Source: an optimization exercise on an open RTL-to-GDS flow (aim: small area and a short achievable clock period). Production flows keep margins and buffers that such runs may drop.
Where RTL was checked, it was by simulation tests only, not by an equivalence proof against the original.
Power is estimated from default activity; no workload was simulated.

==> inputs of run C <==
Design CPU, start of the top module:
module CPU(
    input clk,
    input rst,
    input [31:0] PrRD,
    input [15:10] HWInt,
    output [31:0] PrAddr,
    output [31:0] PrWD,
    output PrWe,
    output [12:2] IAddr,
    input [31:0] IRD,
    output [11:2] DAddr,
    output [3:0] DBE,
    output [31:0] DWD,
    output DWe,
    input [31:0] DRD
    );
	wire [31:0]currentPC_F,nextPC_F,NormalnextPC_F,eretPC_F;
	wire [31:0]Instr_F;
	wire NormalPCSrc_F;
	wire [1:0] PCSrc_F;
	wire [31:0]IMaddr_F;
	wire [31:0]Instr_D;
	wire [5:0] op_D,funct_D;
	wire [4:0] rs_D,rt_D,rd_D;
	wire [4:0] shamt_D;
	wire [15:0]imm16_D;
	wire [25:0]imm26_D;
	wire [31:0]currentPC_D,PCplus8_D;
	wire [31:0]JAddr_D,JImm_D;
	wire [31:0]BorJPC_D;
	wire BorJ_D;
	wire CMPResult_D;
	wire [31:0] RD1_D,RD2_D;
	wire [4:0] RFA3_D;
	wire [31:0] RD1_Forward_D,RD2_Forward_D;
	wire [31:0]imm32_D;
	wire [31:0]currentPC_E;
	wire [31:0] RD1_E,RD2_E,imm32_E;
	wire [31:0] RD1_Forward_E,RD2_Forward_E;
	wire [4:0] rs_E,rt_E,rd_E,RFA3_E;
	wire [31:0] ALUinA_E,ALUinB_E;
	wire [4:0] shamt_E;
	wire [31:0] ALUResult_E;
	wire [31:0] PCplus8_E;
	wire [31:0] RFWD_E;
	wire MnDBusy_E;
	wire [31:0] HI_E,LO_E;
	wire BorJ_E;
	wire [31:0]currentPC_M;
	wire [31:0]ALUResult_M;
	wire [31:0]RD2_M,RD2_Forward_M;
	wire [4:0]RFA3_M;
  ...
export LEC_CHECK = 0
export CAP_MARGIN = 20
export CORE_MARGIN = 2
export CORE_UTILIZATION = 30
export GPL_ROUTABILITY_DRIVEN = 1
export PLACE_DENSITY = 0.42
export SLEW_MARGIN = 20
create_clock -name core_clock -period 12.0 [get_ports {clk}]
run.sh (not shown) runs the stock make flow with config.mk's settings and CLKGATE_MAP_FILE= SYNTH_SCRIPT=/design/flow/synth_recipe.tcl, a recipe that flattens the netlist after the stock synthesis.
==> inputs of run K, as changes to run C <==
--- a/flow/design.v
+++ b/flow/design.v
@@ -158,24 +158,20 @@
 	assign sw=(MemWrite==2'b11);
 	assign sh=(MemWrite==2'b01);
 	assign sb=(MemWrite==2'b10);
 	assign BE[3]=sw|(sh&Addr[1])|(sb&Addr[1]&Addr[0]);
 	assign BE[2]=sw|(sh&Addr[1])|(sb&Addr[1]&~Addr[0]);
 	assign BE[1]=sw|(sh&~Addr[1])|(sb&~Addr[1]&Addr[0]);
 	assign BE[0]=sw|(sh&~Addr[1])|(sb&~Addr[1]&~Addr[0]);
 	assign DMWe=sw|sh|sb;
-	assign WDOut=(sw)?WDIn:
-				 (sh)?(Addr[1]?{WDIn[15:0],16'b0}:{16'b0,WDIn[15:0]}):
-				 (sb)?((Addr==2'b00)?{24'b0,WDIn[7:0]}:
-				 	   (Addr==2'b01)?{16'b0,WDIn[7:0],8'b0}:
-				 	   (Addr==2'b10)?{8'b0,WDIn[7:0],16'b0}:
-				 	   {Addr==2'b11}?{WDIn[7:0],24'b0}:
-				 	   32'b0):
-				 32'b0;
+	assign WDOut[7:0]=WDIn[7:0];
+	assign WDOut[15:8]=MemWrite[0]?WDIn[15:8]:WDIn[7:0];
+	assign WDOut[23:16]=sw?WDIn[23:16]:WDIn[7:0];
+	assign WDOut[31:24]=sw?WDIn[31:24]:MemWrite[0]?WDIn[15:8]:WDIn[7:0];
 endmodule
 `timescale 1ns / 1ps
 module EXT(
     input [15:0] imm16,
     input [1:0] EXTOp,
     output [31:0] imm32
     );
 	assign imm32=(EXTOp==2'b00)?{16'b0,imm16}:
@@ -332,57 +328,70 @@
 	input [1:0] Op;
 	input Start;
 	input We;
 	output reg Busy;
 	output reg [31:0] HI,LO;
 	reg [31:0] M;
 	reg [5:0] count;
 	reg [1:0] OpReg;
-	reg DivZ,NegQ,NegR;
+	reg DivZ,NegQ,NegR,Rs;
+	reg c0,mlast,dstep,fixC,fixR,fixQ,cend;
 	wire sgn = OpReg[0];
 	wire isdiv = OpReg[1];
-	wire c0 = (count==6'd0);
-	wire dstep = ~c0 & ~count[5] | (count==6'd32);	 
-	wire fixR = (count==6'd33);
-	wire fixQ = (count==6'd34);
-	wire mlast = (count==6'd10);
+	wire start = Start & ~Busy;
+	wire done = Busy & (isdiv ? cend : mlast);
+	wire [5:0] count_n = (rst | done) ? 6'd0 :
+						 (~We & ~start & Busy) ? count+6'd1 : count;
+	always@(posedge clk)
+		begin
+			count<=count_n;
+			c0<=(count_n==6'd0);
+			mlast<=(count_n==6'd10);
+			dstep<=(count_n>=6'd1)&&(count_n<=6'd32);
+			fixC<=(count_n==6'd33);
+			fixR<=(count_n==6'd34);
+			fixQ<=(count_n==6'd35);
+			cend<=(count_n==6'd40);
+		end
 	wire [35:0] Aext = {{4{sgn&M[31]}},M};
 	wire [35:0] Hext = {{4{sgn&HI[31]}},HI};
 	wire mneg = mlast&sgn&LO[1];
 	wire [35:0] pp0 = LO[0] ? Aext : 36'b0;
 	wire [35:0] pp1 = LO[1] ? {Aext[34:0],1'b0} : 36'b0;
 	wire [35:0] pp2 = (LO[2]&~mlast) ? {Aext[33:0],2'b0} : 36'b0;
-	wire madd = sgn&M[31];			 
+	wire addM = Rs ^ (sgn&M[31]);		 
+	wire divadd = dstep | fixC;
 	wire [31:0] NegSrc = fixR ? HI : LO;
-	wire [35:0] X = ~isdiv ? Hext : dstep ? {3'b0,HI,LO[31]} : 36'b0;
+	wire [35:0] X = ~isdiv ? Hext :
+					dstep ? {{3{Rs}},HI,LO[31]} :
+					fixC ? {{4{Rs}},HI} : 36'b0;
 	wire [35:0] Y = ~isdiv ? pp0 :
-					dstep ? (madd ? Aext : ~{4'b0,M}) :
+					divadd ? (addM ? Aext : ~Aext) :
 					{4'hf,~NegSrc};
 	wire [35:0] Z = ~isdiv ? (mneg ? ~pp1 : pp1) : 36'b0;
 	wire [35:0] W = ~isdiv ? pp2 : 36'b0;
-	wire cin = ~isdiv ? mneg : ~(dstep & madd);
+	wire cin = ~isdiv ? mneg : ~(divadd & addM);
 	wire [35:0] sum = X + Y + Z + W + {35'b0,cin};
 	always@(posedge clk)
 		begin
 			if(rst)
 				begin
 					HI<=32'b0;
 					LO<=32'b0;
 					Busy<=1'b0;
-					count<=6'b0;
 				end
 			else if(We)
 				begin
 					if(HiLo)
 						HI<=D1;
 					else
 						LO<=D1;
 				end
-			else if(Start==1'b1 && Busy==1'b0)
+			else if(start)
 				begin
 					Busy<=1'b1;
 					OpReg<=Op;
 					DivZ<=(D2==32'b0);
 					if(Op[1])
 						begin
 							M<=D2;
 							if(D2!=32'b0)
@@ -392,66 +401,57 @@
 						begin
 							M<=D1;
 							LO<=D2;
 							HI<=32'b0;
 						end
 				end
 			else if(Busy==1'b1)
 				begin
+					if(done)
+						Busy<=1'b0;
 					if(!isdiv)
 						begin
 							if(mlast)
 								begin
 									HI<=sum[33:2];
 									LO<={sum[1:0],LO[31:2]};
-									count<=6'b0;
-									Busy<=1'b0;
 								end
 							else
 								begin
 									HI<=sum[34:3];
 									LO<={sum[2:0],LO[31:3]};
-									count<=count+1;
 								end
 						end
 					else
 						begin
-							if(count==6'd40)
-								begin
-									count<=6'b0;
-									Busy<=1'b0;
-								end
-							else
-								count<=count+1;
 							if(c0)
 								begin
 									NegQ<=sgn&(LO[31]^M[31]);
 									NegR<=sgn&LO[31];
+									Rs<=1'b0;
 								end
 							if(!DivZ)
 								begin
 									if(c0)
 										begin
 											HI<=32'b0;
 											if(sgn&LO[31])
 												LO<=sum[31:0];
 										end
 									else if(dstep)
 										begin
-											if(!sum[35])
-												begin
-													HI<=sum[31:0];
-													LO<={LO[30:0],1'b1};
-												end
-											else
-												begin
-													HI<={HI[30:0],LO[31]};
-													LO<={LO[30:0],1'b0};
-												end
+											HI<=sum[31:0];
+											Rs<=sum[35];
+											LO<={LO[30:0],~sum[35]};
+										end
+									else if(fixC)
+										begin
+											if(Rs)
+												HI<=sum[31:0];
 										end
 									else if(fixR)
 										begin
 											if(NegR)
 												HI<=sum[31:0];
 										end
 									else if(fixQ)
 										begin
@@ -681,40 +681,49 @@
 					BorJ_E<=BorJ_D;
 				end
 		end
 endmodule
 `timescale 1ns / 1ps
 module PR_IF_ID( 
 			Instr_D,
 			currentPC_D,
+			S1_D,
+			S2_D,
 			clk,
 			rst,
 			PR_IF_ID_Clr,
 			PR_IF_ID_En,
 			Instr_F,
 			currentPC_F);
 	input clk,rst;
 	input PR_IF_ID_Clr;
 	input PR_IF_ID_En;
 	input [31:0]Instr_F;
 	input [31:0]currentPC_F;
 	output reg [31:0]Instr_D;
 	output reg [31:0]currentPC_D;
+	output reg [31:0]S1_D,S2_D;
+	wire [31:0] S1_F = 32'b1 << Instr_F[25:21];
+	wire [31:0] S2_F = 32'b1 << Instr_F[20:16];
 	always@(posedge clk)
 		begin
 			if(PR_IF_ID_Clr||rst)
 				begin
 					Instr_D<=32'h0000_0000;
 					currentPC_D<=32'h0000_3000;
+					S1_D<=32'b1;
+					S2_D<=32'b1;
 				end
 			else if(PR_IF_ID_En)
 				begin
 					Instr_D<=Instr_F;
 					currentPC_D<=currentPC_F;
+					S1_D<=S1_F;
+					S2_D<=S2_F;
 				end
 		end
 endmodule
 `timescale 1ns / 1ps
 module PR_MEM_WB(
 	input clk,
 	input PR_MEM_WB_Clr,
 	input [4:0] RFA3_M,
@@ -741,42 +750,51 @@
 				begin
 					RegWrite_W<=RegWrite_M;
 					currentPC_W<=currentPC_M;
 					BorJ_W<=BorJ_M;
 					EXLClr_W<=EXLClr_M;
 				end
 		end
 endmodule
+`timescale 1ns / 1ps
 module RegFile(
     input Clk,
     input Rst,
-    input [4:0] A1,
-    input [4:0] A2,
+    input B1,
+    input B2,
+    input [31:0] S1,
+    input [31:0] S2,
     input [4:0] A3,
     input [31:0] WD,
     input We,
     output [31:0] RD1,
     output [31:0] RD2
     );
-	wire [31:0] wd = WD & {32{~Rst}};
-	wire [32*32-1:0] flat;
-	assign flat[31:0] = 32'b0;
+	wire [31:0] wdata = WD & {32{~Rst}};
+	reg [31:0] o1, o2;
+	wire [31:0] r [1:31];
 	genvar i;
 	generate for (i=1;i<32;i=i+1) begin : g
-		reg [31:0] r;
+		reg [31:0] q;
 		always @(posedge Clk)
 			if (Rst | (We && A3==i))
-				r <= wd;
-		assign flat[i*32+31:i*32] = r;
+				q <= wdata;
+		assign r[i] = q;
 	end endgenerate
-	wire [31:0] g1 = flat[A1*32 +: 32];
-	wire [31:0] g2 = flat[A2*32 +: 32];
-	assign RD1=(A1==5'b0)?32'b0:(We==1&&A1==A3)?WD:g1;
-	assign RD2=(A2==5'b0)?32'b0:(We==1&&A2==A3)?WD:g2;
+	integer k;
+	always @(*) begin
+		o1 = 32'b0; o2 = 32'b0;
+		for (k=1;k<32;k=k+1) begin
+			o1 = o1 | (r[k] & {32{S1[k]}});
+			o2 = o2 | (r[k] & {32{S2[k]}});
+		end
+	end
+	assign RD1 = B1 ? WD : o1;
+	assign RD2 = B2 ? WD : o2;
 endmodule
 `timescale 1ns / 1ps
 module Controller( 
 			RegWrite,
 			jump,
 			JumpSrc,
 			RegWriteSrcD,
 			RegWriteSrcE,
@@ -952,16 +970,17 @@
     input [31:0] DRD
     );
 	wire [31:0]currentPC_F,nextPC_F,NormalnextPC_F,eretPC_F;
 	wire [31:0]Instr_F;
 	wire NormalPCSrc_F;
 	wire [1:0] PCSrc_F;
 	wire [31:0]IMaddr_F;
 	wire [31:0]Instr_D;
+	wire [31:0]S1_D,S2_D;
 	wire [5:0] op_D,funct_D;
 	wire [4:0] rs_D,rt_D,rd_D;
 	wire [4:0] shamt_D;
 	wire [15:0]imm16_D;
 	wire [25:0]imm26_D;
 	wire [31:0]currentPC_D,PCplus8_D;
 	wire [31:0]JAddr_D,JImm_D;
 	wire [31:0]BorJPC_D;
@@ -1076,37 +1095,39 @@
 						NormalnextPC_F;
 	assign IMaddr_F=currentPC_F-32'h0000_3000;
 	PC PC(.clk(clk),.rst(rst),.en(PC_En),.nextPC(nextPC_F),.currentPC(currentPC_F));
 	assign IAddr=IMaddr_F[12:2];
 	assign Instr_F=IRD;
 PR_IF_ID IF_ID( 
 			.Instr_D(Instr_D[31:0]),
 			.currentPC_D(currentPC_D[31:0]),
+			.S1_D(S1_D),
+			.S2_D(S2_D),
 			.clk(clk),
 			.rst(rst),
 			.PR_IF_ID_Clr(PR_IF_ID_Clr),
 			.PR_IF_ID_En(PR_IF_ID_En),
 			.Instr_F(Instr_F[31:0]),
 			.currentPC_F(currentPC_F[31:0]));
 	assign op_D=Instr_D[31:26];
 	assign funct_D=Instr_D[5:0];
 	assign rs_D=Instr_D[25:21];
 	assign rt_D=Instr_D[20:16];
 	assign rd_D=Instr_D[15:11];
 	assign shamt_D=Instr_D[10:6];
 	assign imm16_D=Instr_D[15:0];
 	assign imm26_D=Instr_D[25:0];
-	RegFile RF(.Clk(clk),.Rst(rst),.A1(rs_D),.A2(rt_D),.A3(RFA3_W),
+	RegFile RF(.Clk(clk),.Rst(rst),.B1(Byp_rs_D),.B2(Byp_rt_D),.S1(S1_D),.S2(S2_D),.A3(RFA3_W),
 				  .WD(RFWD_W),.We(RegWrite_W),.RD1(RD1_D),.RD2(RD2_D));
-	assign RD1_Forward_D=(Forward_rs_D==2'b01)?RFWD_E:
-						 (Forward_rs_D==2'b10)?RFWD_M:
+	assign RD1_Forward_D=(Fwd_rs_D==2'b01)?RFWD_E:
+						 (Fwd_rs_D==2'b10)?RFWD_M:
 						 RD1_D;
-	assign RD2_Forward_D=(Forward_rt_D==2'b01)?RFWD_E:
-						 (Forward_rt_D==2'b10)?RFWD_M:
+	assign RD2_Forward_D=(Fwd_rt_D==2'b01)?RFWD_E:
+						 (Fwd_rt_D==2'b10)?RFWD_M:
 						 RD2_D;
 	EXT EXT(.imm16(imm16_D),.EXTOp(EXTOp_D),.imm32(imm32_D));
 	assign JImm_D={currentPC_D[31:28],imm26_D,2'b00};
 	assign JAddr_D=(JumpSrc_D)?RD1_Forward_D:JImm_D;
 	CMP CMP(.A(RD1_Forward_D),.B(RD2_Forward_D),.Op(CMPOp_D),.Br(CMPResult_D));
 	BJPC BJPC(.PCin(currentPC_D),.PCout(BorJPC_D),
 				 .Branch(Branch_D),.jump(jump_D),.BOffset(imm32_D),.JAddr(JAddr_D));
 	assign BorJ_D = Branch_D|jump_D;
@@ -1163,21 +1184,21 @@
 			.MnDOp_D(MnDOp_D[1:0]),
 			.MnDWe_D(MnDWe_D),
 			.MnDStart_D(MnDStart_D),
 			.MnDHiLo_D(MnDHiLo_D),
 			.currentPC_D(currentPC_D[31:0]),
 			.EXLClr_D(EXLClr_D),
 			.CP0_We_D(CP0_We_D),
 			.BorJ_D(BorJ_D));
-	assign RD1_Forward_E=(Forward_rs_E==2'b01)?RFWD_M:
-						 (Forward_rs_E==2'b10)?RFWD_W:
+	assign RD1_Forward_E=(Fwd_rs_E==2'b01)?RFWD_M:
+						 (Fwd_rs_E==2'b10)?RFWD_W:
 						 RD1_E;
-	assign RD2_Forward_E=(Forward_rt_E==2'b01)?RFWD_M:
-						 (Forward_rt_E==2'b10)?RFWD_W:
+	assign RD2_Forward_E=(Fwd_rt_E==2'b01)?RFWD_M:
+						 (Fwd_rt_E==2'b10)?RFWD_W:
 						 RD2_E;
 	wire [15:0] imm16_E;
 	wire [1:0] EXTOp_E;
 	assign shamt_E=imm16_E[10:6];
 	assign rd_E=imm16_E[15:11];
 	EXT EXT_E(.imm16(imm16_E),.EXTOp(EXTOp_E),.imm32(imm32_E));
 	assign ALUinA_E=(ALUSrcA_E)?({26'b0,shamt_E}):RD1_Forward_E;
 	assign ALUinB_E=(ALUSrcB_E)?imm32_E:RD2_Forward_E;
@@ -1224,17 +1245,21 @@
 			.LoadOp_E(LoadOp_E[2:0]),
 			.RegWrite_E(RegWrite_E),
 			.RegWriteSrcM_E(RegWriteSrcM_E[1:0]),
 			.currentPC_E(currentPC_E[31:0]),
 			.rd_E(rd_E[4:0]),
 			.EXLClr_E(EXLClr_E),
 			.CP0_We_E(CP0_We_E),
 			.BorJ_E(BorJ_E));
-	assign RD2_Forward_M=(Forward_rt_M)?RFWD_W:RD2_M;
+	reg Forward_rt_M_r;
+	always@(posedge clk)
+		Forward_rt_M_r<=~PR_MEM_WB_Clr&RegWrite_M&(RFA3_M!=5'b0)&
+						((PR_EXE_MEM_Clr?rt_M:rt_E)==RFA3_M);
+	assign RD2_Forward_M=(Forward_rt_M_r)?RFWD_W:RD2_M;
 	assign RFWD_M=ALUResult_M;
 	wire [31:0] Res_M=(RegWriteSrcM_M[1])?
 					((RegWriteSrcM_M[0])?RFWD_M:CP0_Out_M):
 					LoadResult_M;
 	assign DMlowAddr_M=ALUResult_M;
 	assign ByteAddr_M=DMlowAddr_M[1:0];
 	assign PrWD = RD2_Forward_M;
 	assign PrAddr = DMlowAddr_M;
@@ -1334,16 +1359,46 @@
 			.rtUseInEXE_E(rtUseInEXE_E),
 			.MnDStart_E(MnDStart_E),
 			.MnDBusy_E(MnDBusy_E),
 			.MnDWe_D(MnDWe_D),
 			.MnDMove_D(MnDMove_D),
 			.MnDStart_D(MnDStart_D));
 	assign PC_En=(~(stall_D|stall_E))|IntReq;
 	assign PR_IF_ID_En=~(stall_D|stall_E);
+	wire [4:0] rs_D_n=PR_IF_ID_Clr?5'b0:PR_IF_ID_En?Instr_F[25:21]:rs_D;
+	wire [4:0] rt_D_n=PR_IF_ID_Clr?5'b0:PR_IF_ID_En?Instr_F[20:16]:rt_D;
+	wire RegWrite_E_n=PR_ID_EXE_Clr?1'b0:PR_ID_EXE_En?RegWrite_D:RegWrite_E;
+	wire [4:0] RFA3_E_n=PR_ID_EXE_Clr?5'b0:PR_ID_EXE_En?RFA3_D:RFA3_E;
+	wire [1:0] RWSE_E_n=(~PR_ID_EXE_Clr&PR_ID_EXE_En)?RegWriteSrcE_D:RegWriteSrcE_E;
+	wire [4:0] rs_E_n=PR_ID_EXE_Clr?5'b0:PR_ID_EXE_En?rs_D:rs_E;
+	wire [4:0] rt_E_n=PR_ID_EXE_Clr?5'b0:PR_ID_EXE_En?rt_D:rt_E;
+	wire RegWrite_M_n=PR_EXE_MEM_Clr?1'b0:RegWrite_E;
+	wire [4:0] RFA3_M_n=PR_EXE_MEM_Clr?RFA3_M:RFA3_E;
+	wire [1:0] RWSM_M_n=PR_EXE_MEM_Clr?RegWriteSrcM_M:RegWriteSrcM_E;
+	wire RegWrite_W_n=PR_MEM_WB_Clr?1'b0:RegWrite_M;
+	wire [4:0] RFA3_W_n=RFA3_M;
+	wire E_ok_n=RegWrite_E_n&&RFA3_E_n!=5'b0&&RWSE_E_n==2'b11;
+	wire M_ok_n=RegWrite_M_n&&RFA3_M_n!=5'b0;
+	wire W_ok_n=RegWrite_W_n&&RFA3_W_n!=5'b0;
+	reg [1:0] Fwd_rs_D,Fwd_rt_D,Fwd_rs_E,Fwd_rt_E;
+	reg Byp_rs_D,Byp_rt_D;
+	always@(posedge clk)
+		begin
+			Fwd_rs_D<=(E_ok_n&&rs_D_n==RFA3_E_n)?2'b01:
+					  (M_ok_n&&RWSM_M_n==2'b11&&rs_D_n==RFA3_M_n)?2'b10:2'b00;
+			Fwd_rt_D<=(E_ok_n&&rt_D_n==RFA3_E_n)?2'b01:
+					  (M_ok_n&&RWSM_M_n==2'b11&&rt_D_n==RFA3_M_n)?2'b10:2'b00;
+			Fwd_rs_E<=(M_ok_n&&RWSM_M_n==2'b11&&rs_E_n==RFA3_M_n)?2'b01:
+					  (W_ok_n&&rs_E_n==RFA3_W_n)?2'b10:2'b00;
+			Fwd_rt_E<=(M_ok_n&&rt_E_n==RFA3_M_n)?2'b01:
+					  (W_ok_n&&rt_E_n==RFA3_W_n)?2'b10:2'b00;
+			Byp_rs_D<=W_ok_n&&rs_D_n==RFA3_W_n;
+			Byp_rt_D<=W_ok_n&&rt_D_n==RFA3_W_n;
+		end
 	assign PR_ID_EXE_En=~stall_E;
 	assign PR_IF_ID_Clr=rst|IntReq|EXLClr_D;
 	assign PR_ID_EXE_Clr=stall_D&~stall_E|IntReq;
 	assign PR_EXE_MEM_Clr=stall_E|IntReq;
 	assign PR_MEM_WB_Clr=(IntReq&~EXLClr_E);
 	assign CP0_PCin = (BorJ_W)?currentPC_W:
 					  (EXLClr_E)?currentPC_F:
 					  (EXLClr_M)?currentPC_D:
- SETUP_SLACK_MARGIN: default -> 5
==> parameters.txt <==
Parameter                              Value

Finish
  Final-layout non-clock buffer area share    5.16%
  Register with the most flip-flops    RF.g.q
  Sequential share of cell area    41.8%
  Fraction of area in clock buffers and inverters    6.32%

Detailed routing
  Mean routed wirelength per cell    42.3 um

Critical path
  Capture point of the worst path    PC.currentPC[12]
  CP Max Fanout    22
  Source of the critical timing path    IF_ID.S1_D[31]
  Crit path depth    17

Status
  Status  timing/DRC/antenna clean

Logic synthesis
  Unique cell type count in the Yosys netlist    91

STA
  Worst Skew    0.0978 ns

CTS
  Number of buffers inserted during clock tree synthesis    200

Placement
  Detail Placement HPWL    385000 um

Pwr
  Clock power frac    37.4%
  Clock network power    6.69 mW
That was run K.
==> parameters.txt <==
Parameter                              Value

Pwr
  Clock network power    6.16 mW
  Clock power frac    36.5%
  Sequential power share    40.8%

Finish
  Fraction of area in clock buffers and inverters    5.77%
  Register with the most flip-flops    RF.g.r

Detailed routing
  Mean routed wirelength per cell    37.7 um

STA
  Worst Skew    0.0688 ns

Critical path
  Capture point of the worst path    MULandDIV.HI[13]
  CP Max Fanout    52
  Crit path depth    27
  Source of the critical timing path    MULandDIV.count[0]

Placement
  Detail Placement HPWL    348000 um

CTS
  Number of buffers inserted during clock tree synthesis    193

Logic synthesis
  Unique cell type count in the Yosys netlist    113

Status
  Status  timing/DRC/antenna clean
That was run C.
No functional check of the RTL was part of run C.

## afterwards: timing with drivers on the ports
The flow's constraints put no driver on any port. The routed layouts listed below were extracted and timed again, unchanged, in two steps. Step 1: set_driving_cell puts a clkbuf_16 on clk and a buf_2 on each other input, an assumption about the parent block. Step 2 also shifts input and output timing later by t, the mid clock arrival at the registers, as if the neighbouring blocks saw the same clock. Slacks: ideal ports / drivers / drivers and shift; pairs: ideal ports / drivers.
| run | shift t [ns] | setup WS [ns] | hold slack, ns | pins driven straight from the clock port |
|---|---|---|---|---|
| run C | 0.981 | 3.672 / 3.672 / 3.672 | 0.418 / 0.418 / 0.418 | 1 |
| run K | 0.994 | 5.040 / 5.040 / 4.864 | 0.416 / 0.416 / 0.416 | 1 |
After both steps setup and hold are still met in every run listed. The setup slack of run K, which loses most, moves by 0.000 ns with the drivers and by -0.176 ns with both steps.
